From an optimization exercise on the open Yosys and OpenROAD flow, aimed at small area; shortcuts taken in it are not production practice. Function was checked by simulation only, so behaviour that the tests miss may differ from the original. Power and IR drop assume default switching activity.

File: flow/flow/abc_override.tcl
# Run Yosys's abc with this flow's own area script in place of the one ORFS
# picks: deepsyn from a few seeds, each mapped with amap; the smallest mapped
# netlist is kept. Only the combinational logic changes: the flip-flops are
# already mapped, so registers, their names and their cells stay as they are.
proc abc {args} {
  set i [lsearch -exact $args -script]
  if {$i >= 0} { set args [lreplace $args $i [expr {$i + 1}]] }
  set j [lsearch -exact $args -D]
  if {$j >= 0} { set args [lreplace $args $j [expr {$j + 1}]] }
  set libs {}
  foreach {k v} $args { if {$k eq "-liberty"} { lappend libs -liberty $v } }
  set dir $::env(OWN_ABC_DIR)
  yosys design -save own_preabc
  set best -1
  foreach seed $::env(OWN_ABC_SEEDS) {
    yosys design -load own_preabc
    set f [open $dir/abc_seed$seed.script w]
    puts $f "strash\n&get -n\n&deepsyn -T $::env(OWN_ABC_SECONDS) -S $seed\n&put\ndch -f\namap -F 4 -A 8"
    close $f
    yosys abc -script $dir/abc_seed$seed.script {*}$args
    yosys tee -q -o $dir/abc_seed$seed.stat stat {*}$libs
    set f [open $dir/abc_seed$seed.stat r]
    set txt [read $f]
    close $f
    regexp {Chip area for module[^:]*:\s*([0-9.]+)} $txt -> area
    puts "own abc: seed $seed area $area"
    if {$best < 0 || $area < $best} {
      set best $area
      yosys design -save own_best
    }
  }
  yosys design -load own_best
  puts "own abc: kept area $best"
}
File: flow/config.mk
export PLATFORM = sky130hd
export DESIGN_NAME = DE1_SoC
export DESIGN_NICKNAME = DE1_SoC
export VERILOG_FILES = /design/flow/design.v
export SDC_FILE = /design/flow/constraint.sdc
export NUM_CORES = 4
export LEC_CHECK = 0
export ABC_AREA = 1
export CAP_MARGIN = 20
export CORE_MARGIN = 2
export CORE_UTILIZATION = 85
export SLEW_MARGIN = 20
File: flow/constraint.sdc
create_clock -name core_clock -period 10.0 [get_ports {CLOCK_50}]
set_input_delay 2.0000 -clock core_clock [delete_from_list [all_inputs] [get_ports {CLOCK_50}]]
set_output_delay 2.0000 -clock core_clock [all_outputs]
set_load 0.01 [all_outputs]
File: flow/standard.sh
#!/bin/bash
# synth_recipe.tcl (not shown) runs the flow's synth.tcl, then flattens the netlist and writes it again
# the make line also repeats each setting of config.mk as NAME=value (left out here)
make -C /OpenROAD-flow-scripts/flow DESIGN_CONFIG=/design/flow/config.mk WORK_HOME=/design/flow/orfs CLKGATE_MAP_FILE= SYNTH_SCRIPT=/design/flow/synth_recipe.tcl "${@:-finish}"
File: flow/design.v
module DFF_2 (clk, reset, D, Q);
	output logic Q;
	input logic clk, reset, D;
	logic [1:0] q;
	always_ff @(posedge clk) begin
		if (reset) q <= 2'b00;
		else       q <= {q[0], D};
	end
	assign Q = q[1];
endmodule
module button (clk, reset, inputButton, out);
	input logic clk, reset;
	input logic inputButton;
	output logic out;
	logic tempOut;
	DFF_2 d0 (.clk, .reset, .D(~inputButton), .Q(tempOut));
	logic [1:0] ps;
	always_ff @(posedge clk) begin
		if (reset) ps <= 2'b00;
		else begin
			ps[0] <= ~ps[1] & (tempOut | ps[0]);
			ps[1] <= ps[0] & ~ps[1] & ~tempOut;
		end
	end
	assign out = ps[1];
endmodule
module counters (clk, reset, increase, HEX0);
	input logic clk, reset, increase;
	output logic [6:0] HEX0;
	logic [3:0] ps;
	always_ff @(posedge clk) begin
		if (reset)         ps <= 4'd0;
		else if (increase) ps <= ps + 4'd1;
	end
	always_comb begin
		if (ps == 4'd0) HEX0 = 7'b1000000;
		else if (ps == 4'd1) HEX0 = 7'b1111001;
		else if (ps == 4'd2) HEX0 = 7'b0100100;
		else if (ps == 4'd3) HEX0 = 7'b0110000;
		else if (ps == 4'd4) HEX0 = 7'b0011001;
		else if (ps == 4'd5) HEX0 = 7'b0010010;
		else if (ps == 4'd6) HEX0 = 7'b0000010;
		else if (ps == 4'd7) HEX0 = 7'b1111000;
		else if (ps == 4'd8) HEX0 = 7'b0000000;
		else if (ps == 4'd9) HEX0 = 7'b0010000;
		else HEX0 = 7'b1111111;
	end
endmodule
module collision (clk, hit, resetgame);
	input logic clk, hit;
	output logic resetgame;
	always_ff @(posedge clk) resetgame <= hit;
endmodule
module frog (clk, reset, resetField, left, right, up, down, fr, fc);
	input logic clk, reset, resetField, left, right, up, down;
	output logic [3:0] fr, fc;
	always_ff @(posedge clk) begin
		if (reset | resetField | (up & (fr == 4'd15))) begin
			fr <= 4'd0;
			fc <= 4'd9;
		end else if (down) begin
			if (fr != 4'd0) fr <= fr - 4'd1;
		end else if (up) begin
			fr <= fr + 4'd1;
		end else if (right) begin
			fc <= fc - 4'd1;
		end else if (left) begin
			fc <= fc + 4'd1;
		end
	end
endmodule
module speedEnable (clk, reset, level, enable);
	input logic clk, reset;
	input logic [3:0] level;
	output logic enable;
	logic [10:0] lo;    
	logic [2:0] hi;     
	always_ff @(posedge clk) begin
		if (reset) begin
			lo <= '0;
			hi <= '0;
		end else begin
			lo <= {lo[9:0], lo[10] ^ lo[8] ^ (lo[9:0] == 10'd0)};
			if (lo == 11'h400) hi <= hi + 3'd1;    
		end
	end
	logic e4, e3, e2, e1;
	assign e4 = (lo == 11'd1);                   
	assign e3 = e4 & ~hi[0];
	assign e2 = e3 & ~hi[1];
	assign e1 = e2 & ~hi[2];
	always_comb begin
		if (level == 4'b0010)      enable = e2;
		else if (level == 4'b0100) enable = e3;
		else if (level == 4'b1000) enable = e4;
		else                       enable = e1;
	end
endmodule
module cars (clk, reset, resetField, pause, level, row, redRow, fr, fc, hit);
	input logic clk, reset, resetField, pause;
	input logic [3:0] level;
	input logic [3:0] row, fr, fc;
	output logic [15:0] redRow;
	output logic hit;
	logic enable;
	speedEnable sp(.clk, .reset, .level, .enable);
	logic [3:0] s;
	logic [2:0] q7;
	logic [1:0] q3;
	logic q2, t0, t1;
	assign t0 = (q7 == 3'd7);
	assign t1 = (q3 == 2'd3);
	always_ff @(posedge clk) begin
		if (reset || resetField) begin
			s <= 4'd0; q7 <= 3'd7; q3 <= 2'd0; q2 <= 1'b0;
		end else if (!pause && enable) begin
			s <= s + 4'd1;
			if (s == 4'd15) begin
				q7 <= (q7 == 3'd6) ? 3'd0 : (q7 == 3'd7) ? 3'd1 : q7 + 3'd1;
				q3 <= t0 ? 2'd3 : (q3 == 2'd3) ? 2'd2 : (q3 == 2'd2) ? 2'd0 : q3 + 2'd1;
				q2 <= ~q2;
			end
		end
	end
	function automatic logic [15:0] pat7(input logic [2:0] a);
		case (a)
			3'd0: pat7 = 16'b1010101100101100;
			3'd1: pat7 = 16'b1011001100101000;
			3'd2: pat7 = 16'b0010011001101110;
			3'd3: pat7 = 16'b1011101100100100;
			3'd4: pat7 = 16'b1010000100100100;
			3'd5: pat7 = 16'b1010001100101000;
			3'd6: pat7 = 16'b1001100101100110;
			default: pat7 = 16'b1010101100101100;
		endcase
	endfunction
	function automatic logic [15:0] pat3(input logic [1:0] a);
		case (a)
			2'd0: pat3 = 16'b1011001100111100;
			2'd1: pat3 = 16'b1011001100101101;
			2'd2: pat3 = 16'b1001000001001100;
			default: pat3 = 16'b1011001100111100;
		endcase
	endfunction
	function automatic logic [15:0] pat2(input logic a);
		pat2 = a ? 16'b0101100110001101 : 16'b1010101000101100;
	endfunction
	function automatic logic [2:0] place7(input logic [3:0] r);
		case (r)
			4'd1: place7 = 3'd0;
			4'd2: place7 = 3'd1;
			4'd3: place7 = 3'd2;
			4'd6: place7 = 3'd3;
			4'd9: place7 = 3'd5;
			4'd12: place7 = 3'd4;
			4'd15: place7 = 3'd6;
			default: place7 = 3'd0;
		endcase
	endfunction
	function automatic logic [1:0] place3(input logic [3:0] r);
		case (r)
			4'd4: place3 = 2'd0;
			4'd8: place3 = 2'd1;
			4'd14: place3 = 2'd2;
			default: place3 = 2'd0;
		endcase
	endfunction
	function automatic logic place2(input logic [3:0] r);
		place2 = (r == 4'd13) || (r == 4'd5);
	endfunction
	function automatic logic [2:0] add7(input logic [2:0] a, input logic [2:0] b);
		logic [3:0] t;
		t = a + b;
		add7 = (t >= 4'd7) ? 3'(t - 4'd7) : t[2:0];
	endfunction
	function automatic logic [1:0] add3(input logic [1:0] a, input logic [1:0] b);
		logic [2:0] t;
		t = a + b;
		add3 = (t >= 3'd3) ? 2'(t - 3'd3) : t[1:0];
	endfunction
	logic [1:0] q3e;
	assign q3e = t1 ? 2'd1 : q3;
	function automatic logic is7(input logic [3:0] r);
		is7 = (r == 4'd1) || (r == 4'd2) || (r == 4'd3) || (r == 4'd6) || (r == 4'd12) || (r == 4'd9) || (r == 4'd15);
	endfunction
	function automatic logic is3(input logic [3:0] r);
		is3 = (r == 4'd4) || (r == 4'd8) || (r == 4'd14);
	endfunction
	function automatic logic is2(input logic [3:0] r);
		is2 = (r == 4'd5) || (r == 4'd7) || (r == 4'd10) || (r == 4'd13);
	endfunction
	logic [15:0] hi, z7, z3, z2, z;
	logic [2:0] a7; logic [1:0] a3; logic a2;
	assign a7 = add7(place7(row), q7);
	assign a3 = add3(place3(row), q3e);
	assign a2 = place2(row) ^ q2;
	genvar k;
	generate
		for (k = 0; k < 16; k++) begin : th
			assign hi[k] = ({1'b0, s} + 5'(k)) >= 5'd16;
		end
	endgenerate
	assign z7 = (hi & pat7(add7(a7, 3'd1))) | (~hi & pat7(a7));
	assign z3 = (hi & pat3(add3(a3, 2'd1))) | (~hi & pat3(a3));
	assign z2 = (hi & pat2(~a2)) | (~hi & pat2(a2));
	always_comb begin
		if (((row == 4'd10) && t0) || ((row == 4'd5) && t1))
			z = (hi & 16'b0101100110001101) | (~hi & 16'b1011000110101100);
		else if ((row == 4'd5) && t0)
			z = (hi & 16'b1011000110101100) | (~hi & 16'b1011000100101100);
		else if (is7(row)) z = z7;
		else if (is3(row)) z = z3;
		else if (is2(row)) z = z2;
		else if (row == 4'd11) z = 16'b1010001100101100;
		else z = 16'd0;
	end
	logic [31:0] zz;
	assign zz = {z, z} << s;
	assign redRow = zz[31:16];
	logic [3:0] d; logic b;
	assign {b, d} = {1'b0, fc} - {1'b0, s};
	logic [2:0] f7; logic [1:0] f3; logic f2;
	assign f7 = add7(place7(fr), q7);
	assign f3 = add3(place3(fr), q3e);
	assign f2 = place2(fr) ^ q2;
	function automatic logic hit7(input logic [2:0] a, input logic h, input logic [3:0] d);
		case ({a, h, d})
			8'd0: hit7 = 1'b0;
			8'd1: hit7 = 1'b0;
			8'd2: hit7 = 1'b1;
			8'd3: hit7 = 1'b1;
			8'd4: hit7 = 1'b0;
			8'd5: hit7 = 1'b1;
			8'd6: hit7 = 1'b0;
			8'd7: hit7 = 1'b0;
			8'd8: hit7 = 1'b1;
			8'd9: hit7 = 1'b1;
			8'd10: hit7 = 1'b0;
			8'd11: hit7 = 1'b1;
			8'd12: hit7 = 1'b0;
			8'd13: hit7 = 1'b1;
			8'd14: hit7 = 1'b0;
			8'd15: hit7 = 1'b1;
			8'd16: hit7 = 1'b0;
			8'd17: hit7 = 1'b0;
			8'd18: hit7 = 1'b0;
			8'd19: hit7 = 1'b1;
			8'd20: hit7 = 1'b0;
			8'd21: hit7 = 1'b1;
			8'd22: hit7 = 1'b0;
			8'd23: hit7 = 1'b0;
			8'd24: hit7 = 1'b1;
			8'd25: hit7 = 1'b1;
			8'd26: hit7 = 1'b0;
			8'd27: hit7 = 1'b0;
			8'd28: hit7 = 1'b1;
			8'd29: hit7 = 1'b1;
			8'd30: hit7 = 1'b0;
			8'd31: hit7 = 1'b1;
			8'd32: hit7 = 1'b0;
			8'd33: hit7 = 1'b0;
			8'd34: hit7 = 1'b0;
			8'd35: hit7 = 1'b1;
			8'd36: hit7 = 1'b0;
			8'd37: hit7 = 1'b1;
			8'd38: hit7 = 1'b0;
			8'd39: hit7 = 1'b0;
			8'd40: hit7 = 1'b1;
			8'd41: hit7 = 1'b1;
			8'd42: hit7 = 1'b0;
			8'd43: hit7 = 1'b0;
			8'd44: hit7 = 1'b1;
			8'd45: hit7 = 1'b1;
			8'd46: hit7 = 1'b0;
			8'd47: hit7 = 1'b1;
			8'd48: hit7 = 1'b0;
			8'd49: hit7 = 1'b1;
			8'd50: hit7 = 1'b1;
			8'd51: hit7 = 1'b1;
			8'd52: hit7 = 1'b0;
			8'd53: hit7 = 1'b1;
			8'd54: hit7 = 1'b1;
			8'd55: hit7 = 1'b0;
			8'd56: hit7 = 1'b0;
			8'd57: hit7 = 1'b1;
			8'd58: hit7 = 1'b1;
			8'd59: hit7 = 1'b0;
			8'd60: hit7 = 1'b0;
			8'd61: hit7 = 1'b1;
			8'd62: hit7 = 1'b0;
			8'd63: hit7 = 1'b0;
			8'd64: hit7 = 1'b0;
			8'd65: hit7 = 1'b1;
			8'd66: hit7 = 1'b1;
			8'd67: hit7 = 1'b1;
			8'd68: hit7 = 1'b0;
			8'd69: hit7 = 1'b1;
			8'd70: hit7 = 1'b1;
			8'd71: hit7 = 1'b0;
			8'd72: hit7 = 1'b0;
			8'd73: hit7 = 1'b1;
			8'd74: hit7 = 1'b1;
			8'd75: hit7 = 1'b0;
			8'd76: hit7 = 1'b0;
			8'd77: hit7 = 1'b1;
			8'd78: hit7 = 1'b0;
			8'd79: hit7 = 1'b0;
			8'd80: hit7 = 1'b0;
			8'd81: hit7 = 1'b0;
			8'd82: hit7 = 1'b1;
			8'd83: hit7 = 1'b0;
			8'd84: hit7 = 1'b0;
			8'd85: hit7 = 1'b1;
			8'd86: hit7 = 1'b0;
			8'd87: hit7 = 1'b0;
			8'd88: hit7 = 1'b1;
			8'd89: hit7 = 1'b1;
			8'd90: hit7 = 1'b0;
			8'd91: hit7 = 1'b1;
			8'd92: hit7 = 1'b1;
			8'd93: hit7 = 1'b1;
			8'd94: hit7 = 1'b0;
			8'd95: hit7 = 1'b1;
			8'd96: hit7 = 1'b0;
			8'd97: hit7 = 1'b0;
			8'd98: hit7 = 1'b1;
			8'd99: hit7 = 1'b0;
			8'd100: hit7 = 1'b0;
			8'd101: hit7 = 1'b1;
			8'd102: hit7 = 1'b0;
			8'd103: hit7 = 1'b0;
			8'd104: hit7 = 1'b1;
			8'd105: hit7 = 1'b1;
			8'd106: hit7 = 1'b0;
			8'd107: hit7 = 1'b1;
			8'd108: hit7 = 1'b1;
			8'd109: hit7 = 1'b1;
			8'd110: hit7 = 1'b0;
			8'd111: hit7 = 1'b1;
			8'd112: hit7 = 1'b0;
			8'd113: hit7 = 1'b0;
			8'd114: hit7 = 1'b1;
			8'd115: hit7 = 1'b0;
			8'd116: hit7 = 1'b0;
			8'd117: hit7 = 1'b1;
			8'd118: hit7 = 1'b0;
			8'd119: hit7 = 1'b0;
			8'd120: hit7 = 1'b1;
			8'd121: hit7 = 1'b0;
			8'd122: hit7 = 1'b0;
			8'd123: hit7 = 1'b0;
			8'd124: hit7 = 1'b0;
			8'd125: hit7 = 1'b1;
			8'd126: hit7 = 1'b0;
			8'd127: hit7 = 1'b1;
			8'd128: hit7 = 1'b0;
			8'd129: hit7 = 1'b0;
			8'd130: hit7 = 1'b1;
			8'd131: hit7 = 1'b0;
			8'd132: hit7 = 1'b0;
			8'd133: hit7 = 1'b1;
			8'd134: hit7 = 1'b0;
			8'd135: hit7 = 1'b0;
			8'd136: hit7 = 1'b1;
			8'd137: hit7 = 1'b0;
			8'd138: hit7 = 1'b0;
			8'd139: hit7 = 1'b0;
			8'd140: hit7 = 1'b0;
			8'd141: hit7 = 1'b1;
			8'd142: hit7 = 1'b0;
			8'd143: hit7 = 1'b1;
			8'd144: hit7 = 1'b0;
			8'd145: hit7 = 1'b0;
			8'd146: hit7 = 1'b0;
			8'd147: hit7 = 1'b1;
			8'd148: hit7 = 1'b0;
			8'd149: hit7 = 1'b1;
			8'd150: hit7 = 1'b0;
			8'd151: hit7 = 1'b0;
			8'd152: hit7 = 1'b1;
			8'd153: hit7 = 1'b1;
			8'd154: hit7 = 1'b0;
			8'd155: hit7 = 1'b0;
			8'd156: hit7 = 1'b0;
			8'd157: hit7 = 1'b1;
			8'd158: hit7 = 1'b0;
			8'd159: hit7 = 1'b1;
			8'd160: hit7 = 1'b0;
			8'd161: hit7 = 1'b0;
			8'd162: hit7 = 1'b0;
			8'd163: hit7 = 1'b1;
			8'd164: hit7 = 1'b0;
			8'd165: hit7 = 1'b1;
			8'd166: hit7 = 1'b0;
			8'd167: hit7 = 1'b0;
			8'd168: hit7 = 1'b1;
			8'd169: hit7 = 1'b1;
			8'd170: hit7 = 1'b0;
			8'd171: hit7 = 1'b0;
			8'd172: hit7 = 1'b0;
			8'd173: hit7 = 1'b1;
			8'd174: hit7 = 1'b0;
			8'd175: hit7 = 1'b1;
			8'd176: hit7 = 1'b0;
			8'd177: hit7 = 1'b1;
			8'd178: hit7 = 1'b1;
			8'd179: hit7 = 1'b0;
			8'd180: hit7 = 1'b0;
			8'd181: hit7 = 1'b1;
			8'd182: hit7 = 1'b1;
			8'd183: hit7 = 1'b0;
			8'd184: hit7 = 1'b1;
			8'd185: hit7 = 1'b0;
			8'd186: hit7 = 1'b0;
			8'd187: hit7 = 1'b1;
			8'd188: hit7 = 1'b1;
			8'd189: hit7 = 1'b0;
			8'd190: hit7 = 1'b0;
			8'd191: hit7 = 1'b1;
			8'd192: hit7 = 1'b0;
			8'd193: hit7 = 1'b1;
			8'd194: hit7 = 1'b1;
			8'd195: hit7 = 1'b0;
			8'd196: hit7 = 1'b0;
			8'd197: hit7 = 1'b1;
			8'd198: hit7 = 1'b1;
			8'd199: hit7 = 1'b0;
			8'd200: hit7 = 1'b1;
			8'd201: hit7 = 1'b0;
			8'd202: hit7 = 1'b0;
			8'd203: hit7 = 1'b1;
			8'd204: hit7 = 1'b1;
			8'd205: hit7 = 1'b0;
			8'd206: hit7 = 1'b0;
			8'd207: hit7 = 1'b1;
			8'd208: hit7 = 1'b0;
			8'd209: hit7 = 1'b0;
			8'd210: hit7 = 1'b1;
			8'd211: hit7 = 1'b1;
			8'd212: hit7 = 1'b0;
			8'd213: hit7 = 1'b1;
			8'd214: hit7 = 1'b0;
			8'd215: hit7 = 1'b0;
			8'd216: hit7 = 1'b1;
			8'd217: hit7 = 1'b1;
			8'd218: hit7 = 1'b0;
			8'd219: hit7 = 1'b1;
			8'd220: hit7 = 1'b0;
			8'd221: hit7 = 1'b1;
			8'd222: hit7 = 1'b0;
			8'd223: hit7 = 1'b1;
			8'd224: hit7 = 1'b0;
			8'd225: hit7 = 1'b0;
			8'd226: hit7 = 1'b1;
			8'd227: hit7 = 1'b1;
			8'd228: hit7 = 1'b0;
			8'd229: hit7 = 1'b1;
			8'd230: hit7 = 1'b0;
			8'd231: hit7 = 1'b0;
			8'd232: hit7 = 1'b1;
			8'd233: hit7 = 1'b1;
			8'd234: hit7 = 1'b0;
			8'd235: hit7 = 1'b1;
			8'd236: hit7 = 1'b0;
			8'd237: hit7 = 1'b1;
			8'd238: hit7 = 1'b0;
			8'd239: hit7 = 1'b1;
			8'd240: hit7 = 1'b0;
			8'd241: hit7 = 1'b0;
			8'd242: hit7 = 1'b0;
			8'd243: hit7 = 1'b1;
			8'd244: hit7 = 1'b0;
			8'd245: hit7 = 1'b1;
			8'd246: hit7 = 1'b0;
			8'd247: hit7 = 1'b0;
			8'd248: hit7 = 1'b1;
			8'd249: hit7 = 1'b1;
			8'd250: hit7 = 1'b0;
			8'd251: hit7 = 1'b0;
			8'd252: hit7 = 1'b1;
			8'd253: hit7 = 1'b1;
			8'd254: hit7 = 1'b0;
			8'd255: hit7 = 1'b1;
		endcase
	endfunction
	function automatic logic hit3(input logic [1:0] a, input logic h, input logic [3:0] d);
		case ({a, h, d})
			7'd0: hit3 = 1'b0;
			7'd1: hit3 = 1'b0;
			7'd2: hit3 = 1'b1;
			7'd3: hit3 = 1'b1;
			7'd4: hit3 = 1'b1;
			7'd5: hit3 = 1'b1;
			7'd6: hit3 = 1'b0;
			7'd7: hit3 = 1'b0;
			7'd8: hit3 = 1'b1;
			7'd9: hit3 = 1'b1;
			7'd10: hit3 = 1'b0;
			7'd11: hit3 = 1'b0;
			7'd12: hit3 = 1'b1;
			7'd13: hit3 = 1'b1;
			7'd14: hit3 = 1'b0;
			7'd15: hit3 = 1'b1;
			7'd16: hit3 = 1'b1;
			7'd17: hit3 = 1'b0;
			7'd18: hit3 = 1'b1;
			7'd19: hit3 = 1'b1;
			7'd20: hit3 = 1'b0;
			7'd21: hit3 = 1'b1;
			7'd22: hit3 = 1'b0;
			7'd23: hit3 = 1'b0;
			7'd24: hit3 = 1'b1;
			7'd25: hit3 = 1'b1;
			7'd26: hit3 = 1'b0;
			7'd27: hit3 = 1'b0;
			7'd28: hit3 = 1'b1;
			7'd29: hit3 = 1'b1;
			7'd30: hit3 = 1'b0;
			7'd31: hit3 = 1'b1;
			7'd32: hit3 = 1'b1;
			7'd33: hit3 = 1'b0;
			7'd34: hit3 = 1'b1;
			7'd35: hit3 = 1'b1;
			7'd36: hit3 = 1'b0;
			7'd37: hit3 = 1'b1;
			7'd38: hit3 = 1'b0;
			7'd39: hit3 = 1'b0;
			7'd40: hit3 = 1'b1;
			7'd41: hit3 = 1'b1;
			7'd42: hit3 = 1'b0;
			7'd43: hit3 = 1'b0;
			7'd44: hit3 = 1'b1;
			7'd45: hit3 = 1'b1;
			7'd46: hit3 = 1'b0;
			7'd47: hit3 = 1'b1;
			7'd48: hit3 = 1'b0;
			7'd49: hit3 = 1'b0;
			7'd50: hit3 = 1'b1;
			7'd51: hit3 = 1'b1;
			7'd52: hit3 = 1'b0;
			7'd53: hit3 = 1'b0;
			7'd54: hit3 = 1'b1;
			7'd55: hit3 = 1'b0;
			7'd56: hit3 = 1'b0;
			7'd57: hit3 = 1'b0;
			7'd58: hit3 = 1'b0;
			7'd59: hit3 = 1'b0;
			7'd60: hit3 = 1'b1;
			7'd61: hit3 = 1'b0;
			7'd62: hit3 = 1'b0;
			7'd63: hit3 = 1'b1;
			7'd64: hit3 = 1'b0;
			7'd65: hit3 = 1'b0;
			7'd66: hit3 = 1'b1;
			7'd67: hit3 = 1'b1;
			7'd68: hit3 = 1'b0;
			7'd69: hit3 = 1'b0;
			7'd70: hit3 = 1'b1;
			7'd71: hit3 = 1'b0;
			7'd72: hit3 = 1'b0;
			7'd73: hit3 = 1'b0;
			7'd74: hit3 = 1'b0;
			7'd75: hit3 = 1'b0;
			7'd76: hit3 = 1'b1;
			7'd77: hit3 = 1'b0;
			7'd78: hit3 = 1'b0;
			7'd79: hit3 = 1'b1;
			7'd80: hit3 = 1'b0;
			7'd81: hit3 = 1'b0;
			7'd82: hit3 = 1'b1;
			7'd83: hit3 = 1'b1;
			7'd84: hit3 = 1'b1;
			7'd85: hit3 = 1'b1;
			7'd86: hit3 = 1'b0;
			7'd87: hit3 = 1'b0;
			7'd88: hit3 = 1'b1;
			7'd89: hit3 = 1'b1;
			7'd90: hit3 = 1'b0;
			7'd91: hit3 = 1'b0;
			7'd92: hit3 = 1'b1;
			7'd93: hit3 = 1'b1;
			7'd94: hit3 = 1'b0;
			7'd95: hit3 = 1'b1;
			7'd96: hit3 = 1'b0;
			7'd97: hit3 = 1'b0;
			7'd98: hit3 = 1'b1;
			7'd99: hit3 = 1'b1;
			7'd100: hit3 = 1'b1;
			7'd101: hit3 = 1'b1;
			7'd102: hit3 = 1'b0;
			7'd103: hit3 = 1'b0;
			7'd104: hit3 = 1'b1;
			7'd105: hit3 = 1'b1;
			7'd106: hit3 = 1'b0;
			7'd107: hit3 = 1'b0;
			7'd108: hit3 = 1'b1;
			7'd109: hit3 = 1'b1;
			7'd110: hit3 = 1'b0;
			7'd111: hit3 = 1'b1;
			7'd112: hit3 = 1'b1;
			7'd113: hit3 = 1'b0;
			7'd114: hit3 = 1'b1;
			7'd115: hit3 = 1'b1;
			7'd116: hit3 = 1'b0;
			7'd117: hit3 = 1'b1;
			7'd118: hit3 = 1'b0;
			7'd119: hit3 = 1'b0;
			7'd120: hit3 = 1'b1;
			7'd121: hit3 = 1'b1;
			7'd122: hit3 = 1'b0;
			7'd123: hit3 = 1'b0;
			7'd124: hit3 = 1'b1;
			7'd125: hit3 = 1'b1;
			7'd126: hit3 = 1'b0;
			7'd127: hit3 = 1'b1;
		endcase
	endfunction
	localparam logic [15:0] INIT5 = 16'b1011000100101100;
	localparam logic [15:0] INIT10 = 16'b1011000110101100;
	localparam logic [15:0] INIT11 = 16'b1010001100101100;
	localparam logic [15:0] INIT13 = 16'b0101100110001101;
	logic [15:0] p2f;
	assign p2f = pat2(f2 ^ b);
	logic hf;
	always_comb begin
		if (((fr == 4'd10) && t0) || ((fr == 4'd5) && t1))
			hf = b ? INIT13[d] : INIT10[d];
		else if ((fr == 4'd5) && t0)
			hf = b ? INIT10[d] : INIT5[d];
		else if (is7(fr)) hf = hit7(f7, b, d);
		else if (is3(fr)) hf = hit3(f3, b, d);
		else if (is2(fr)) hf = p2f[d];
		else if (fr == 4'd11) hf = INIT11[d];
		else hf = 1'b0;
	end
	assign hit = hf;
endmodule
module LEDDriver (CLK, RST, RowSelect);
	input logic CLK, RST;
	output logic [3:0] RowSelect;
	always_ff @(posedge CLK) begin
		if (RST) RowSelect <= 4'd0;
		else     RowSelect <= RowSelect + 4'd1;
	end
endmodule
module DE1_SoC (CLOCK_50, GPIO_1, HEX0, KEY, SW);
	input logic				CLOCK_50;  
	output logic [6:0] HEX0;
	input logic [3:0] KEY;
	input logic [9:0] SW;
	output logic	[35:0] GPIO_1;
	logic clk;
	assign clk = CLOCK_50;
	logic reset, pause;
	assign reset = SW[9];
	assign pause = SW[0];
	logic k1, k2, k3, k4;
	always_comb begin
		if (!SW[1]) begin
			k1 = KEY[1];
			k2 = KEY[3];
			k3 = KEY[2];
			k4 = KEY[0];
		end else begin
			k1 = KEY[3];
			k2 = KEY[2];
			k3 = KEY[1];
			k4 = KEY[0];
		end
	end
	logic L, R, up, down;
	button butLeft(.clk, .reset, .inputButton(k1), .out(L));
	button butUp(.clk, .reset, .inputButton(k2), .out(up));
	button butDown(.clk, .reset, .inputButton(k3), .out(down));
	button butRight(.clk, .reset, .inputButton(k4), .out(R));
	logic resetGame;
	logic [3:0] fr, fc;
	frog f(.clk, .reset, .resetField(resetGame), .left(L), .right(R), .up, .down, .fr, .fc);
	counters score(.clk, .reset, .increase(up & (fr == 4'd15)), .HEX0);
	logic [3:0] row;
	LEDDriver scan(.CLK(clk), .RST(reset | resetGame), .RowSelect(row));
	logic [15:0] redRow;
	logic hit;
	cars car(.clk, .reset, .resetField(resetGame), .pause, .level(SW[6:3]),
	         .row, .redRow, .fr, .fc, .hit);
	collision c(.clk, .hit, .resetgame(resetGame));
	assign GPIO_1[35:32] = row;
	genvar k;
	generate
		for (k = 0; k < 16; k++) begin : px
			assign GPIO_1[31-k] = (row == fr) && (fc == k);
			assign GPIO_1[15-k] = redRow[k];
		end
	endgenerate
endmodule
File: flow/flow/run.sh
#!/bin/bash
# Own flow: the standard layout (standard.sh) with two changes.
#  - Synthesis is synth_recipe.tcl, but Yosys's abc runs a stronger area script
#    (deepsyn from a few seeds, amap, the smallest kept; flow/abc_override.tcl),
#    and adders are left to
#    abc instead of being mapped to half/full adder cells first
#    (ADDER_MAP_FILE empty). Flip-flops are mapped before abc runs, so the
#    registers, their names and their cells are those of the standard synthesis.
#  - Every port still gets a buffer, of the smallest buffer cell.
#  - The clock tree uses small clock buffers and no dummy loads.
# Each tool's full output is in the ORFS logs under orfs/logs; make's output
# is in own_flow.log.
set -euo pipefail
cd "$(dirname "$0")/.."
W=$(pwd)
mkdir -p $W/own_abc
export OWN_ABC_DIR=$W/own_abc
export OWN_ABC_SEEDS="1 11 22 33"
export OWN_ABC_SECONDS=60
{ echo "source $W/flow/abc_override.tcl"; cat synth_recipe.tcl; } > own_synth.tcl
sed "s#$W/synth_recipe.tcl#$W/own_synth.tcl#" standard.sh > own_standard.sh
grep -q own_synth.tcl own_standard.sh
CTS="-sink_clustering_enable -repair_clock_nets -dont_use_dummy_load -sink_clustering_size 6 -buf_list sky130_fd_sc_hd__clkbuf_4"
bash own_standard.sh "ADDER_MAP_FILE=" "BUFFER_PORTS_ARGS=-buffer_cell sky130_fd_sc_hd__buf_1" "CTS_ARGS=$CTS" finish > own_flow.log 2>&1
==> results.json, run 1 <==
{
  "synth_top_family_by_area": "compound AO/OA/AOI/OAI gates",
  "synth-compound-area-share_pct": 38.94,
  "syn_area_mm2": 0.004116,
  "synth_top_area_cell": "dfxtp_1",
  "synth-seq-area-share_pct": 27.72,
  "async_flop_share_pct": 0,
  "syn_nets": 658,
  "fp-row-count": 25,
  "synth_cell_types": 36,
  "ys_top_cells_by_area": "dfxtp_1 (28%), nor2_1 (13%), clkinv_1 (8.2%), o21ai_0 (7.3%), o22ai_1 (7.1%)",
  "syn_area_per_cell_um2": 6.402,
  "start_util_pct": 87.73,
  "status": "aborted with a tool error",
  "failing_step": "global placement without I/O",
  "first-error": "[ERROR GPL-0301] Utilization 105.042 % exceeds 100%.",
  "synth_simple_gate_area_share_pct": 25.14,
  "synth.top_cell.area_share_pct": 27.72,
  "synth_edf_count": 0,
  "yosys.area_share.adder_pct": 0,
  "ys_ff_latch": 57,
  "synth.most_common_cell": "nor2_1",
  "netlist_top_cells_count": "nor2_1 (145), clkinv_1 (90), o21ai_0 (60)",
  "yosys_warnings": 9,
  "muxShareOfSynthArea_pct": 0,
  "synth-xor-area-share_pct": 0,
  "synth_cells": 643,
  "die_w_um": 73.59,
  "synth_top_flop_cell": "dfxtp_1",
  "die_y_um": 73.59
}
## logic make-up after synthesis
family,Yosys count
AO/OA/AOI/OAI,251
buffers and inverters,90
flip-flops,57
AND/OR/NAND/NOR,245
==> inputs of run 2 (changes only) <==
--- a/flow/config.mk
+++ b/flow/config.mk
@@ -8,5 +8,6 @@
 export ABC_AREA = 1
 export CAP_MARGIN = 20
 export CORE_MARGIN = 2
-export CORE_UTILIZATION = 85
+export CORE_UTILIZATION = 75
+export GPL_TIMING_DRIVEN = 0
 export SLEW_MARGIN = 20
==> results.json, run 2 <==
{
  "reg2reg_from": "car.s[1]",
  "rsz0062_at_grt": "false",
  "power_mw": 0.7152,
  "cts_max_level": 3,
  "cpMostUsedCell": "a21oi_1",
  "fin_ws_ns": 2.186,
  "cp.arrival_ns": 5.81,
  "async_flop_share_pct": 0,
  "multi_input_area_mm2": 0.002638,
  "antenna-diode-count": 0,
  "drt_iter0_drc": 874,
  "status": "timing/DRC/antenna clean",
  "critPathTopFamily": "compound AO/OA/AOI/OAI gates",
  "clk_latency_ns": 0.41,
  "dp_hpwl_mm": 8.839,
  "fin_skew_ns": 0.02017,
  "tns_ns": 0,
  "grt_start_max_net_pins": 30,
  "slowest_stage": "dfxtp_1",
  "cts_tree": "yes",
  "io_buffers": 54,
  "clk_pin_slew_worst_paths_ns": 0.09,
  "synth_edf_count": 0,
  "fillCellCount": 323,
  "path_cells": "clkinv_1 > nor2_1 > a21oi_1 > o21ai_0 > clkinv_1 > a21oi_1 > nor2_1 > a21oi_1 > clkinv_1 > o21a_1 > or3_1 > o21ai_0 > clkinv_1 > o32ai_1 > nor2_1 > a21oi_1 > o22ai_1 > a31oi_1 > o22ai_1 > o22ai_1 > nor2_1 > a21oi_1 > o22ai_1 > buf_1",
  "final_cell_mix": "nor2_1 (145), clkinv_1 (90), o21ai_0 (60)",
  "ys_top_cells_by_area": "dfxtp_1 (28%), nor2_1 (13%), clkinv_1 (8.2%), o21ai_0 (7.3%), o22ai_1 (7.1%)",
  "muxShareOfSynthArea_pct": 0,
  "dp_slack_ns": 2.861,
  "io_pins": 58,
  "layout.cells.non_filler": 776,
  "netlist_top_cells_count": "nor2_1 (145), clkinv_1 (90), o21ai_0 (60)",
  "hold_end": "butDown.ps[1]",
  "yosys_warnings": 9,
  "end_kind": "primary output",
  "die-area_mm2": 0.006097,
  "ctsResizeCount": 0,
  "grt_pass1_vias": 4633,
  "numCtsBuffers": 9,
  "leakage_nw": 1.470,
  "rr_worst_depth": 22,
  "ir_drop_v": 0.0001706,
  "required_ns": 8.00,
  "tightest_slew_ns": 0.9353,
  "drive_above_1_share_pct": 1.416,
  "syn_area_mm2": 0.004116,
  "grtUsageTotal_pct": 40.97,
  "crit_type": "reg2out",
  "register_area_mm2": 0.001141,
  "cellPowerDensity_mw_per_mm2": 159.8,
  "critPathMaxFanout": 8,
  "root_buffer": "clkbuf_4",
  "postCtsSetupRepairBufs": 0,
  "fp-row-count": 26,
  "synth.top_cell.area_share_pct": 27.72,
  "die_y_um": 78.09,
  "coreArea_mm2": 0.005205,
  "syn_to_final_growth_pct": 8.723,
  "maxCapViolations": 0,
  "viasPerCell": 6.798,
  "dpl_cell_area_mm2": 0.004407,
  "grt_pass1_wl_mm": 20.40,
  "largest-register": "car.sp.lo",
  "worstHoldPathCells": 1,
  "drt-total-wl_mm": 12.62,
  "synth_top_area_cell": "dfxtp_1",
  "ys_ff_latch": 57,
  "relSlewSlack_pct": 37.56,
  "period_share_pct": 78.14,
  "hold_viol_final": 0,
  "min_period_ns": 7.814,
  "synth-seq-area-share_pct": 27.72,
  "synth_cell_types": 36,
  "dp_cells": 767,
  "fin_nets": 723,
  "die_w_um": 78.09,
  "grt.overflow.total": 0,
  "clock-sinks": 57,
  "synth_cells": 643,
  "vias": 5275,
  "setup_viol": 0,
  "layout_commonest_cell": "nor2_1",
  "syn_nets": 658,
  "gp_congestion": 1.051,
  "r2r-end": "c.resetgame",
  "start_util_pct": 79.09,
  "cts.path.max_buffers": 2,
  "start_kind": "register",
  "synth_top_flop_cell": "dfxtp_1",
  "hold_class": "reg2reg",
  "stdcell_area_mm2": 0.004476,
  "ant_nets": 0,
  "ff2ff_setup_slack_ns": 3.94,
  "synth_simple_gate_area_share_pct": 25.14,
  "drc": 0,
  "slowest_delay_ns": 0.51,
  "synth_top_family_by_area": "compound AO/OA/AOI/OAI gates",
  "fmax_ghz": 0.1280,
  "synth-compound-area-share_pct": 38.94,
  "path_buf_inv": 5,
  "hold_buffers": 0,
  "yosys.area_share.adder_pct": 0,
  "firstDrtPassIters": 9,
  "min_from": "butDown.d0.q[1]",
  "largest_reg_flops": 11,
  "antenna_found_initial": 0,
  "synth.most_common_cell": "nor2_1",
  "syn_area_per_cell_um2": 6.402,
  "drt-wirelength-per-cell_um": 16.26,
  "synth-xor-area-share_pct": 0,
  "slew_viol_final": 0
}
## run 2: worst max path at each step
stage,from,end,slack [ns],cells after the start
floorplan,scan.RowSelect[0],GPIO_1[6],3.83,27
finish,car.q7[0],GPIO_1[10],2.19,24
CTS,scan.RowSelect[3],GPIO_1[10],2.38,26
global placement,scan.RowSelect[0],GPIO_1[10],3.08,28
detailed placement,scan.RowSelect[3],GPIO_1[10],2.86,26
global route,scan.RowSelect[3],GPIO_1[10],1.69,26
## run 2: cell families (layout without fill, tap and decap cells)
logic type,after synthesis,in the layout
AND/OR/NAND/NOR,245,245
buffers and inverters,90,153
flip-flops,57,57
AO/OA/AOI/OAI,251,251
## run 2: area by class of cell
type,count,area share (%)
multi-input cells,496,58.93
flip-flops and latches,57,25.50
inverters,90,7.548
repair buffers,54,4.557
well taps,70,1.957
clock buffers,9,1.510
## run 2: stage by stage
| stage | util, % | hold WS (ns) |
|---|---|---|
| finish | 85.99 | 0.4212 |
| global route | 85.99 | 0.4250 |
| CTS | 85.96 | 0.4203 |
| detailed placement | 84.66 | 0.4067 |
| global placement | 84.66 | 0.3942 |
| floorplan | - | 0.3910 |
## run 2: layer usage
metal | vias to the layer above | share of wire (%) | wire length, um | global-route usage [%]
met2 | 441 | 46 | 5841 | 67.24
met3 | 97 | 11 | 1420 | 10.11
met5 | - | 0 | 0 | 0
met4 | 0 | 5.1 | 641 | 21.05
li1 | 2474 | - | - | -
met1 | 2263 | 37 | 4716 | 49.93
## run 2: power breakdown
group / internal (mW) / total [mW] / switching [mW]
registers: 0.238 / 0.255 / 0.0171
clock network: 0.0417 / 0.121 / 0.0789
logic: 0.121 / 0.340 / 0.219
==> inputs of run 3 (changes only) <==
--- a/flow/design.v
+++ b/flow/design.v
@@ -18,8 +18,8 @@
 	always_ff @(posedge clk) begin
 		if (reset) ps <= 2'b00;
 		else begin
-			ps[0] <= ~ps[1] & (tempOut | ps[0]);
-			ps[1] <= ps[0] & ~ps[1] & ~tempOut;
+			ps[0] <= tempOut & ~ps[1];    
+			ps[1] <= ps[0] & ~tempOut;    
 		end
 	end
 	assign out = ps[1];
==> flow/flow/run.sh (replaced) <==
#!/bin/bash
# Own flow: the standard layout (standard.sh) with these changes.
#  - Synthesis is synth_recipe.tcl, but Yosys's abc runs a stronger area script
#    (deepsyn from four seeds in parallel, amap, the smallest kept;
#    flow/abc_override.tcl),
#    and adders are left to
#    abc instead of being mapped to half/full adder cells first
#    (ADDER_MAP_FILE empty). Flip-flops are mapped before abc runs, so the
#    registers, their names and their cells are those of the standard synthesis.
#  - Every port still gets a buffer, of the smallest buffer cell.
#  - The clock tree uses small clock buffers (clkbuf_4) and no dummy loads.
# Each tool's full output is in the ORFS logs under orfs/logs; make's output
# is in own_flow.log.
set -euo pipefail
cd "$(dirname "$0")/.."
W=$(pwd)
mkdir -p $W/own_abc
export OWN_ABC_DIR=$W/own_abc
export OWN_ABC_SEEDS="1 11 22 33"
export OWN_ABC_SECONDS=240
{ echo "source $W/flow/abc_override.tcl"; cat synth_recipe.tcl; } > own_synth.tcl
sed "s#$W/synth_recipe.tcl#$W/own_synth.tcl#" standard.sh > own_standard.sh
grep -q own_synth.tcl own_standard.sh
CTS="-sink_clustering_enable -repair_clock_nets -dont_use_dummy_load -sink_clustering_size 6 -buf_list sky130_fd_sc_hd__clkbuf_4"
bash own_standard.sh "ADDER_MAP_FILE=" "BUFFER_PORTS_ARGS=-buffer_cell sky130_fd_sc_hd__buf_1" "CTS_ARGS=$CTS" finish > own_flow.log 2>&1
==> flow/flow/abc_override.tcl (replaced) <==
# Run Yosys's abc with this flow's own area script in place of the one ORFS
# picks: deepsyn from several seeds (one Yosys process per seed, in
# parallel), each mapped with amap; the smallest mapped netlist is kept.
# Only the combinational logic changes: the flip-flops are already mapped,
# so registers, their names and their cells stay as they are.
proc abc {args} {
  set i [lsearch -exact $args -script]
  if {$i >= 0} { set args [lreplace $args $i [expr {$i + 1}]] }
  set j [lsearch -exact $args -D]
  if {$j >= 0} { set args [lreplace $args $j [expr {$j + 1}]] }
  set libs {}
  foreach {k v} $args { if {$k eq "-liberty"} { lappend libs -liberty $v } }
  set dir $::env(OWN_ABC_DIR)
  set yosys_exe yosys
  if {[info exists ::env(YOSYS_EXE)] && $::env(YOSYS_EXE) ne ""} { set yosys_exe $::env(YOSYS_EXE) }
  yosys write_rtlil $dir/preabc.il
  set jobs {}
  foreach seed $::env(OWN_ABC_SEEDS) {
    set f [open $dir/abc_seed$seed.script w]
    puts $f "strash\n&get -n\n&deepsyn -T $::env(OWN_ABC_SECONDS) -S $seed\n&put\ndch -f\namap -F 4 -A 8"
    close $f
    set f [open $dir/seed$seed.ys w]
    puts $f "read_rtlil $dir/preabc.il"
    puts $f "abc -script $dir/abc_seed$seed.script $args"
    puts $f "write_rtlil $dir/seed$seed.il"
    puts $f "tee -o $dir/seed$seed.stat stat $libs"
    close $f
    append jobs "$yosys_exe -s $dir/seed$seed.ys > $dir/seed$seed.log 2>&1 & "
  }
  exec sh -c "$jobs wait"
  set best -1
  set bestseed {}
  foreach seed $::env(OWN_ABC_SEEDS) {
    if {[catch {
      set f [open $dir/seed$seed.stat r]
      set txt [read $f]
      close $f
    }]} { continue }
    if {![regexp {Chip area for module[^:]*:\s*([0-9.]+)} $txt -> area]} { continue }
    puts "own abc: seed $seed area $area"
    if {$best < 0 || $area < $best} {
      set best $area
      set bestseed $seed
    }
  }
  if {$bestseed eq {}} { error "own abc: no seed finished" }
  yosys design -reset
  yosys read_rtlil $dir/seed$bestseed.il
  puts "own abc: kept seed $bestseed, area $best"
}
==> results.json, run 3 <==
{
  "syn_to_final_growth_pct": 8.874,
  "grt_start_max_net_pins": 28,
  "fin_nets": 695,
  "leakage_nw": 1.486,
  "hold_class": "reg2reg",
  "ir_drop_v": 0.0001144,
  "die_y_um": 77.33,
  "synth_edf_count": 0,
  "gp_congestion": 0.9885,
  "tns_ns": 0,
  "grt_pass1_vias": 4640,
  "syn_area_mm2": 0.004033,
  "yosys_warnings": 9,
  "coreArea_mm2": 0.005140,
  "status": "timing/DRC/antenna clean",
  "cts_tree": "yes",
  "rsz0062_at_grt": "false",
  "ys_ff_latch": 57,
  "end_kind": "primary output",
  "cpMostUsedCell": "nor2_1",
  "multi_input_area_mm2": 0.002591,
  "fmax_ghz": 0.1258,
  "ys_top_cells_by_area": "dfxtp_1 (28%), nor2_1 (13%), o21ai_0 (8.1%), clkinv_1 (7.4%), o22a_1 (6.7%)",
  "period_share_pct": 79.51,
  "die_w_um": 77.33,
  "synth.most_common_cell": "nor2_1",
  "root_buffer": "clkbuf_4",
  "largest-register": "car.sp.lo",
  "slowest_stage": "a21boi_0",
  "path_cells": "clkinv_1 > nor2_1 > nor2_1 > a21boi_0 > o21ai_0 > nor2_1 > nor3_1 > clkinv_1 > nor2b_1 > a211oi_1 > nand2_1 > nor2_1 > clkinv_1 > a222oi_1 > nor2_1 > nor2_1 > o21ai_0 > o21ai_0 > o22ai_1 > o22a_1 > buf_1",
  "holdWs_ns": 0.4095,
  "io_buffers": 54,
  "numCtsBuffers": 9,
  "power_frac_seq_pct": 40.9,
  "drive_above_1_share_pct": 1.327,
  "clock-sinks": 57,
  "postCtsSetupRepairBufs": 0,
  "cts.path.max_buffers": 2,
  "fin_ws_ns": 2.049,
  "async_flop_share_pct": 0,
  "synth.top_cell.area_share_pct": 28.30,
  "drt_iter0_drc": 680,
  "synth-seq-area-share_pct": 28.30,
  "viasPerCell": 6.790,
  "firstDrtPassIters": 6,
  "relSlewSlack_pct": 34.34,
  "required_ns": 8.00,
  "final_cell_mix": "nor2_1 (136), clkinv_1 (80), o21ai_0 (65)",
  "ant_nets": 0,
  "grt_pass1_wl_mm": 20.49,
  "synth_cell_types": 39,
  "synth_cells": 615,
  "cellPowerDensity_mw_per_mm2": 136.9,
  "maxCapViolations": 0,
  "largest_reg_flops": 11,
  "fillCellCount": 324,
  "synth_top_flop_cell": "dfxtp_1",
  "setup_viol": 0,
  "critPathMaxFanout": 7,
  "synth_top_area_cell": "dfxtp_1",
  "grt.overflow.total": 0,
  "drt-wirelength-per-cell_um": 16.50,
  "start_util_pct": 78.46,
  "p_int_mw": 0.3669,
  "tightest_slew_ns": 0.9849,
  "syn_area_per_cell_um2": 6.557,
  "netlist_top_cells_count": "nor2_1 (136), clkinv_1 (80), o21ai_0 (65)",
  "drt-total-wl_mm": 12.34,
  "switching_share_pct": 38.95,
  "drc": 0,
  "layout_commonest_cell": "nor2_1",
  "switching_power_mw": 0.2340,
  "clk_latency_ns": 0.40,
  "register_area_mm2": 0.001141,
  "syn_nets": 630,
  "hold_buffers": 0,
  "antenna_found_initial": 0,
  "io_pins": 58,
  "die-area_mm2": 0.005979,
  "hold_viol_final": 0,
  "cp.arrival_ns": 5.95,
  "slowest_delay_ns": 0.60,
  "cts_max_level": 3,
  "slew_viol_final": 0,
  "antenna-diode-count": 0,
  "grtUsageTotal_pct": 41.52,
  "start_kind": "register",
  "fin_skew_ns": 0.02411,
  "pwr-share-clk_pct": 18.9,
  "dp_hpwl_mm": 9.169,
  "dp_slack_ns": 2.934,
  "min_period_ns": 7.951,
  "clk_pin_slew_worst_paths_ns": 0.09,
  "ctsResizeCount": 0,
  "combPwrFrac_pct": 40.2,
  "fp-row-count": 26,
  "vias": 5079,
  "crit_type": "reg2out"
}
==> run 3: cell types whose count changed in the layout (fill, tap and decap cells not counted), moves of 4 or more <==
cell      previous run  this run
a21oi_1             50        42
o32ai_1              6         2
o22a_1              19        31
o21ai_0             60        65
and3_1               0         5
o21a_1               8         4
clkinv_1            90        80
nand2_1             46        36
nor2_1             145       136
nand3_1              9         5
nor3_1              12        20
o22ai_1             47        39
==> run 3: cell type report <==
type                       instances  share of cell area [%]
clock buffer                       9                   1.539
inverter                          80                   6.840
multi-input combinational        478                   59.02
sequential                        57                   25.99
tap                               70                   1.995
timing repair buffer              54                   4.617
==> run 3: per-layer routing <==
layer	track usage, %	up-vias	share of wire [%]
met5	0	-	0
met3	8.000	68	10
met4	18.39	0	3.6
li1	-	2375	-
met1	48.05	2232	38
met2	73.83	404	48
==> run 3: power by group through the flow <==
stage          combinational [mW]  sequential, mW  clock [mW]
5_1_grt                     0.268           0.246       0.121
3_3_place_gp                0.222           0.249           0
2_1_floorplan               0.177           0.247           0
4_1_cts                     0.233           0.245       0.111
6_report                    0.242           0.246       0.114
3_5_place_dp                0.232           0.250           0
==> run 3: cells by family (layout without fill, tap and decap cells) <==
logic type,Yosys count,after routing,synth area share [%]
flip-flops,57,57,28.30
XOR/XNOR,1,1,0.2172
AO/OA/AOI/OAI,240,240,38.66
AND/OR/NAND/NOR,237,237,25.38
buffers and inverters,80,143,7.447
==> run 3: path summary, 6_finish.rpt <==
path	endpoint	start	cells after the start	slack [ns]
min reg2reg	butLeft.ps[0]	butLeft.ps[1]	1	0.41
min	butLeft.ps[0]	butLeft.ps[1]	1	0.41
max reg2reg	c.resetgame	car.s[0]	16	4.91
max	GPIO_1[8]	scan.RowSelect[0]	21	2.05
==> run 3: stage by stage <==
step | std cells | util (%) | cell area [um^2] | total power [mW]
global placement | 739 | 84.10 | 4323 | 0.4707
finish | 748 | 85.42 | 4390 | 0.6009
global route | 748 | 85.42 | 4390 | 0.6350
detailed placement | 739 | 84.10 | 4323 | 0.4818
CTS | 748 | 85.42 | 4390 | 0.5886
floorplan | 615 | - | 4033 | 0.4237
==> run 3: critical path: cells and delay by family (launching register included) <==
kind / cells / cell delay, ns
compound gates: 8 / 2.71
buf+inv: 4 / 0.65
flops: 1 / 0.55
simple gates: 9 / 1.64
==> inputs of run 4 (changes only) <==
--- a/flow/design.v
+++ b/flow/design.v
@@ -214,9 +214,11 @@
 		else if (row == 4'd11) z = 16'b1010001100101100;
 		else z = 16'd0;
 	end
-	logic [31:0] zz;
-	assign zz = {z, z} << s;
-	assign redRow = zz[31:16];
+	logic [15:0] r1, r2, r3;
+	assign r1 = s[3] ? {z[7:0], z[15:8]} : z;
+	assign r2 = s[2] ? {r1[11:0], r1[15:12]} : r1;
+	assign r3 = s[1] ? {r2[13:0], r2[15:14]} : r2;
+	assign redRow = s[0] ? {r3[14:0], r3[15]} : r3;
 	logic [3:0] d; logic b;
 	assign {b, d} = {1'b0, fc} - {1'b0, s};
 	logic [2:0] f7; logic [1:0] f3; logic f2;
--- a/flow/flow/run.sh
+++ b/flow/flow/run.sh
@@ -1,7 +1,7 @@
 #!/bin/bash
 # Own flow: the standard layout (standard.sh) with these changes.
 #  - Synthesis is synth_recipe.tcl, but Yosys's abc runs a stronger area script
-#    (deepsyn from four seeds in parallel, amap, the smallest kept;
+#    (deepsyn from eight seeds, four at a time, amap, the smallest kept;
 #    flow/abc_override.tcl),
 #    and adders are left to
 #    abc instead of being mapped to half/full adder cells first
@@ -16,8 +16,9 @@
 W=$(pwd)
 mkdir -p $W/own_abc
 export OWN_ABC_DIR=$W/own_abc
-export OWN_ABC_SEEDS="1 11 22 33"
-export OWN_ABC_SECONDS=240
+export OWN_ABC_SEEDS="1 11 22 33 44 55 66 77"
+export OWN_ABC_SECONDS=300
+export OWN_ABC_JOBS=${NUM_CORES:-4}
 { echo "source $W/flow/abc_override.tcl"; cat synth_recipe.tcl; } > own_synth.tcl
 sed "s#$W/synth_recipe.tcl#$W/own_synth.tcl#" standard.sh > own_standard.sh
 grep -q own_synth.tcl own_standard.sh
--- a/flow/flow/abc_override.tcl
+++ b/flow/flow/abc_override.tcl
@@ -1,6 +1,6 @@
 # Run Yosys's abc with this flow's own area script in place of the one ORFS
-# picks: deepsyn from several seeds (one Yosys process per seed, in
-# parallel), each mapped with amap; the smallest mapped netlist is kept.
+# picks: deepsyn from several seeds (one Yosys process per seed, a few at
+# a time), each mapped with amap; the smallest mapped netlist is kept.
 # Only the combinational logic changes: the flip-flops are already mapped,
 # so registers, their names and their cells stay as they are.
 proc abc {args} {
@@ -14,7 +14,7 @@
   set yosys_exe yosys
   if {[info exists ::env(YOSYS_EXE)] && $::env(YOSYS_EXE) ne ""} { set yosys_exe $::env(YOSYS_EXE) }
   yosys write_rtlil $dir/preabc.il
-  set jobs {}
+  set cmds {}
   foreach seed $::env(OWN_ABC_SEEDS) {
     set f [open $dir/abc_seed$seed.script w]
     puts $f "strash\n&get -n\n&deepsyn -T $::env(OWN_ABC_SECONDS) -S $seed\n&put\ndch -f\namap -F 4 -A 8"
@@ -25,9 +25,13 @@
     puts $f "write_rtlil $dir/seed$seed.il"
     puts $f "tee -o $dir/seed$seed.stat stat $libs"
     close $f
-    append jobs "$yosys_exe -s $dir/seed$seed.ys > $dir/seed$seed.log 2>&1 & "
+    append cmds "$yosys_exe -s $dir/seed$seed.ys > $dir/seed$seed.log 2>&1\n"
   }
-  exec sh -c "$jobs wait"
+  set f [open $dir/jobs.txt w]
+  puts -nonewline $f $cmds
+  close $f
+  # as many at a time as the flow has cores
+  exec sh -c "xargs -P $::env(OWN_ABC_JOBS) -I CMD sh -c CMD < $dir/jobs.txt; true"
   set best -1
   set bestseed {}
   foreach seed $::env(OWN_ABC_SEEDS) {
==> results.json, run 4 <==
{
  "yosys_warnings": 9,
  "min_period_ns": 7.301,
  "relSlewSlack_pct": 34.53,
  "largest-register": "car.sp.lo",
  "final_cell_mix": "nor2_1 (129), clkinv_1 (73), dfxtp_1 (57)",
  "ir_drop_v": 0.0001014,
  "drc": 0,
  "syn_nets": 609,
  "syn_area_per_cell_um2": 6.578,
  "viasPerCell": 6.736,
  "synth_edf_count": 0,
  "ys_ff_latch": 57,
  "holdWs_ns": 0.4211,
  "hold_class": "reg2reg",
  "slowest_delay_ns": 0.62,
  "gp_congestion": 1.105,
  "dp_hpwl_mm": 8.400,
  "hold_viol_final": 0,
  "maxCapViolations": 0,
  "status": "timing/DRC/antenna clean",
  "setup_viol": 0,
  "syn_to_final_growth_pct": 9.158,
  "start_kind": "register",
  "required_ns": 8.00,
  "fp-row-count": 26,
  "leakage_nw": 1.400,
  "power_mw": 0.5505,
  "critPathTopFamily": "compound AO/OA/AOI/OAI gates",
  "cellPowerDensity_mw_per_mm2": 129.1,
  "end_kind": "primary output",
  "syn_area_mm2": 0.003907,
  "fin_ws_ns": 2.699,
  "grt.overflow.total": 0,
  "postCtsSetupRepairBufs": 0,
  "coreArea_mm2": 0.005075,
  "synth_cell_types": 41,
  "grt_start_max_net_pins": 25,
  "grt_pass1_vias": 4259,
  "stdcell_area_mm2": 0.004265,
  "critPathMaxFanout": 12,
  "numCtsBuffers": 9,
  "grtUsageTotal_pct": 40.33,
  "rsz0062_at_grt": "false",
  "ys_top_cells_by_area": "dfxtp_1 (29%), nor2_1 (12%), clkinv_1 (7.0%), o22ai_1 (6.9%), o21ai_0 (6.8%)",
  "synth_cells": 594,
  "vias": 4897,
  "tns_ns": 0,
  "cts.path.max_buffers": 2,
  "die_y_um": 76.18,
  "ff2ff_setup_slack_ns": 5.59,
  "layout_commonest_cell": "nor2_1",
  "fin_skew_ns": 0.03018,
  "drt_iter0_drc": 698,
  "drt-total-wl_mm": 11.58,
  "slew_viol_final": 0,
  "synth.most_common_cell": "nor2_1",
  "period_share_pct": 73.01,
  "slowest_stage": "a211oi_1",
  "synth_top_flop_cell": "dfxtp_1",
  "path_buf_inv": 3,
  "die_w_um": 76.18,
  "cp.arrival_ns": 5.30,
  "clk_latency_ns": 0.40,
  "antenna-diode-count": 0,
  "firstDrtPassIters": 6,
  "tightest_slew_ns": 0.9820,
  "fmax_ghz": 0.1370,
  "ctsResizeCount": 0,
  "drt-wirelength-per-cell_um": 15.93,
  "clk_pin_slew_worst_paths_ns": 0.08,
  "netlist_top_cells_count": "nor2_1 (129), clkinv_1 (73), dfxtp_1 (57)",
  "grt_pass1_wl_mm": 19.55,
  "fin_nets": 674,
  "antenna_found_initial": 0,
  "path_cells": "clkinv_1 > nor2_1 > o21ai_0 > o21a_1 > nor2_1 > o22ai_1 > o21ai_0 > nor2_1 > clkinv_1 > o21ai_0 > a211oi_1 > nor2_1 > a21oi_1 > nor2_1 > a21oi_1 > o221ai_1 > o22a_1 > o22a_1 > buf_1",
  "crit_type": "reg2out",
  "dpl_cell_area_mm2": 0.004198,
  "drive_above_1_share_pct": 1.370,
  "largest_reg_flops": 11,
  "cts_max_level": 3,
  "dp_slack_ns": 3.473,
  "synth.top_cell.area_share_pct": 29.20,
  "cpMostUsedCell": "nor2_1",
  "ant_nets": 0,
  "cts_tree": "yes",
  "root_buffer": "clkbuf_4",
  "io_pins": 58,
  "async_flop_share_pct": 0,
  "start_util_pct": 77.00,
  "hold_buffers": 0,
  "io_buffers": 54,
  "synth_top_area_cell": "dfxtp_1",
  "clock-sinks": 57,
  "synth-seq-area-share_pct": 29.20,
  "die-area_mm2": 0.005803
}
-- run 4: cell types whose count changed after synthesis, sizes merged, moves of 4 or more --
cell    previous run  this run
clkinv            80        73
o32ai              2         9
o21ai             65        53
o221ai             9         3
a21oi             42        51
o22a              31        15
o22ai             39        43
nor2             136       129
-- run 4: power breakdown --
part	internal, mW	switching [mW]	leakage [nW]	total (mW)
Combinational	0.0689	0.125	0.895	0.194
Sequential	0.233	0.0108	0.463	0.244
Clock	0.0417	0.0710	0.0414	0.113
Total	0.344	0.207	1.40	0.551
-- run 4: layer usage --
layer | up-vias | GRT usage, % | part of all wire (%) | routed length (um)
li1 | 2309 | - | - | -
met1 | 2171 | 51.31 | 40 | 4590
met2 | 350 | 66.88 | 47 | 5401
met3 | 67 | 7.938 | 9.8 | 1139
met4 | 0 | 17.45 | 3.9 | 452
met5 | - | 0 | 0 | 0
-- run 4: stage by stage --
stage	cells	utilization, %
global placement	718	82.72
floorplan	594	-
finish	727	84.05
CTS	727	84.05
global route	727	84.05
detailed placement	718	82.72
-- run 4: final timing paths --
path,endpoint,cells after the start,startpoint
setup reg to reg,c.resetgame,16,car.s[0]
hold / removal,butLeft.ps[0],1,butLeft.ps[1]
setup / recovery,GPIO_1[13],19,scan.RowSelect[0]
hold reg to reg,butLeft.ps[0],1,butLeft.ps[1]
-- run 4: logic make-up (layout without fill, tap and decap cells) --
logic type / after synthesis / count (layout) / synth area share [%]
buffers and inverters: 73 / 136 / 7.012
AND/OR/NAND/NOR: 238 / 238 / 26.83
AO/OA/AOI/OAI: 226 / 226 / 36.95
flip-flops: 57 / 57 / 29.20
-- run 4: layout make-up --
class	instances	area, um^2
multi-input cells	464	2492
flip-flops and latches	57	1141
repair buffers	54	202.7
fillers	363	809.5
well taps	70	87.58
inverters	73	274.0
clock buffers	9	67.56
==> inputs of run 5 (changes only) <==
--- a/flow/flow/run.sh
+++ b/flow/flow/run.sh
@@ -1,7 +1,7 @@
 #!/bin/bash
 # Own flow: the standard layout (standard.sh) with these changes.
 #  - Synthesis is synth_recipe.tcl, but Yosys's abc runs a stronger area script
-#    (deepsyn from eight seeds, four at a time, amap, the smallest kept;
+#    (deepsyn from twelve seeds, four at a time, amap, the smallest kept;
 #    flow/abc_override.tcl),
 #    and adders are left to
 #    abc instead of being mapped to half/full adder cells first
@@ -16,8 +16,8 @@
 W=$(pwd)
 mkdir -p $W/own_abc
 export OWN_ABC_DIR=$W/own_abc
-export OWN_ABC_SEEDS="1 11 22 33 44 55 66 77"
-export OWN_ABC_SECONDS=300
+export OWN_ABC_SEEDS="1 11 22 33 44 55 66 77 88 99 5 15"
+export OWN_ABC_SECONDS=360
 export OWN_ABC_JOBS=${NUM_CORES:-4}
 { echo "source $W/flow/abc_override.tcl"; cat synth_recipe.tcl; } > own_synth.tcl
 sed "s#$W/synth_recipe.tcl#$W/own_synth.tcl#" standard.sh > own_standard.sh
==> results.json, run 5 <==
{
  "critPathMaxFanout": 12,
  "grt_pass1_wl_mm": 19.55,
  "crit_type": "reg2out",
  "grt.overflow.total": 0,
  "fillCellCount": 363,
  "largest_reg_flops": 11,
  "syn_nets": 609,
  "antenna_found_initial": 0,
  "numCtsBuffers": 9,
  "p_int_mw": 0.3439,
  "drt-wirelength-per-cell_um": 15.93,
  "hold_viol_final": 0,
  "clk_pin_slew_worst_paths_ns": 0.08,
  "min_period_ns": 7.301,
  "die-area_mm2": 0.005803,
  "io_buffers": 54,
  "cpMostUsedCell": "nor2_1",
  "slowest_stage": "a211oi_1",
  "period_share_pct": 73.01,
  "maxCapViolations": 0,
  "fp-row-count": 26,
  "dp_slack_ns": 3.473,
  "ctsResizeCount": 0,
  "syn_area_mm2": 0.003907,
  "syn_area_per_cell_um2": 6.578,
  "end_kind": "primary output",
  "switching_share_pct": 37.53,
  "drt_iter0_drc": 698,
  "clock-sinks": 57,
  "postCtsSetupRepairBufs": 0,
  "hold_class": "reg2reg",
  "synth.top_cell.area_share_pct": 29.20,
  "rsz0062_at_grt": "false",
  "synth_top_flop_cell": "dfxtp_1",
  "fin_ws_ns": 2.699,
  "antenna-diode-count": 0,
  "syn_to_final_growth_pct": 9.158,
  "synth_cells": 594,
  "relSlewSlack_pct": 34.53,
  "power_mw": 0.5505,
  "synth_top_area_cell": "dfxtp_1",
  "drive_above_1_share_pct": 1.370,
  "tightest_slew_ns": 0.9820,
  "ys_top_cells_by_area": "dfxtp_1 (29%), nor2_1 (12%), clkinv_1 (7.0%), o22ai_1 (6.9%), o21ai_0 (6.8%)",
  "clk_latency_ns": 0.40,
  "final_cell_mix": "nor2_1 (129), clkinv_1 (73), dfxtp_1 (57)",
  "tns_ns": 0,
  "io_pins": 58,
  "grtUsageTotal_pct": 40.33,
  "synth-seq-area-share_pct": 29.20,
  "setup_viol": 0,
  "synth_cell_types": 41,
  "synth_edf_count": 0,
  "ir_drop_v": 0.0001014,
  "path_cells": "clkinv_1 > nor2_1 > o21ai_0 > o21a_1 > nor2_1 > o22ai_1 > o21ai_0 > nor2_1 > clkinv_1 > o21ai_0 > a211oi_1 > nor2_1 > a21oi_1 > nor2_1 > a21oi_1 > o221ai_1 > o22a_1 > o22a_1 > buf_1",
  "slew_viol_final": 0,
  "ant_nets": 0,
  "layout.cells.non_filler": 727,
  "largest-register": "car.sp.lo",
  "cts_max_level": 3,
  "viasPerCell": 6.736,
  "grt_start_max_net_pins": 25,
  "pwr-share-clk_pct": 20.5,
  "fmax_ghz": 0.1370,
  "cts.path.max_buffers": 2,
  "drc": 0,
  "slowest_delay_ns": 0.62,
  "firstDrtPassIters": 6,
  "status": "timing/DRC/antenna clean",
  "drt-total-wl_mm": 11.58,
  "vias": 4897,
  "gp_congestion": 1.105,
  "combPwrFrac_pct": 35.2,
  "hold_buffers": 0,
  "cts_tree": "yes",
  "die_y_um": 76.18,
  "leakage_nw": 1.400,
  "cp.arrival_ns": 5.30,
  "synth.most_common_cell": "nor2_1",
  "start_kind": "register",
  "root_buffer": "clkbuf_4",
  "netlist_top_cells_count": "nor2_1 (129), clkinv_1 (73), dfxtp_1 (57)",
  "switching_power_mw": 0.2066,
  "grt_pass1_vias": 4259,
  "dp_hpwl_mm": 8.400,
  "async_flop_share_pct": 0,
  "coreArea_mm2": 0.005075,
  "dp_cells": 718,
  "power_frac_seq_pct": 44.3,
  "die_w_um": 76.18,
  "fin_nets": 674,
  "layout_commonest_cell": "nor2_1",
  "yosys_warnings": 9,
  "ys_ff_latch": 57,
  "start_util_pct": 77.00,
  "fin_util_pct": 84.05,
  "required_ns": 8.00,
  "fin_skew_ns": 0.03018,
  "cellPowerDensity_mw_per_mm2": 129.1
}
-- run 5: layout make-up --
class                           instances  area, um^2  share of cell area, %
Tap cell                               70       87.58                  2.053
Multi-Input combinational cell        464        2492                  58.43
Timing Repair Buffer                   54       202.7                  4.752
Clock buffer                            9       67.56                  1.584
Inverter                               73       274.0                  6.424
Sequential cell                        57        1141                  26.75
-- run 5: routing by layer --
layer  share of wire, %  GRT usage, %
met5                  0             0
met2                 47         66.88
met1                 40         51.31
met4                3.9         17.45
met3                9.8         7.938
-- run 5: final timing paths --
path / startpoint / to / slack, ns / cells past startpoint
worst min-delay path: butLeft.ps[1] / butLeft.ps[0] / 0.42 / 1
worst min register to register: butLeft.ps[1] / butLeft.ps[0] / 0.42 / 1
worst max register to register: car.s[0] / c.resetgame / 5.59 / 16
worst max-delay path: scan.RowSelect[0] / GPIO_1[13] / 2.70 / 19
-- run 5: power groups by stage --
stage	Combinational [mW]	Sequential, mW	Clock (mW)
after global placement	0.180	0.248	0
after detailed placement	0.185	0.249	0
after floorplan	0.139	0.246	0
after global routing	0.214	0.245	0.121
final	0.194	0.244	0.113
after CTS	0.186	0.243	0.113
-- run 5: worst max-delay path, delay by kind of cell, from the launching register on --
family / cells / cell delay, ns
AOI/OAI and AO/OA: 11 / 2.84
and+or+nand+nor: 5 / 0.89
DFF: 1 / 0.60
buffers and inverters: 3 / 0.59
-- run 5: cells by family (layout without fill, tap and decap cells) --
kind of cell           Yosys count  after routing  share of synthesized area, %
AND/OR/NAND/NOR                238            238                         26.83
AO/OA/AOI/OAI                  226            226                         36.95
buffers and inverters           73            136                         7.012
flip-flops                      57             57                         29.20
-- run 5: through the flow --
stage / hold WS, ns / area [um^2]
6_report: 0.4211 / 4265
5_1_grt: 0.4431 / 4265
4_1_cts: 0.4128 / 4265
3_5_place_dp: 0.4084 / 4198
3_3_place_gp: 0.3919 / 4198
2_1_floorplan: 0.3845 / 3908

[separate check: timing with driven ports]
How much do the figures lean on ideal ports? The routed layouts below were timed once more, with nothing changed but the port constraints.
Step 1: set_driving_cell puts a clkbuf_16 on CLOCK_50 and a buf_2 on each other input, an assumption about the parent block.
Step 2 moves the port delays by t, midway between the first and last clock arrival at a register: inputs arrive t later, outputs are due t later. That takes back most of the time a late clock gives input paths.
Slacks: ideal / step 1 / step 2; pairs: ideal / step 1.
run	t (ns)	setup slack, ns	hold slack, ns	worst register clock-pin slew, ns	worst data-port slew with drivers (ns)
run 2	0.423	2.186 / 2.159 / 2.582	0.421 / 0.421 / 0.421	0.10 / 0.10	0.03
run 3	0.406	2.049 / 2.027 / 2.433	0.410 / 0.410 / 0.410	0.09 / 0.09	0.03
run 4	0.408	2.699 / 2.674 / 3.082	0.421 / 0.421 / 0.421	0.10 / 0.10	0.04
run 5	0.408	2.699 / 2.674 / 3.082	0.421 / 0.421 / 0.421	0.10 / 0.10	0.04
After both steps every run listed still meets setup and hold.
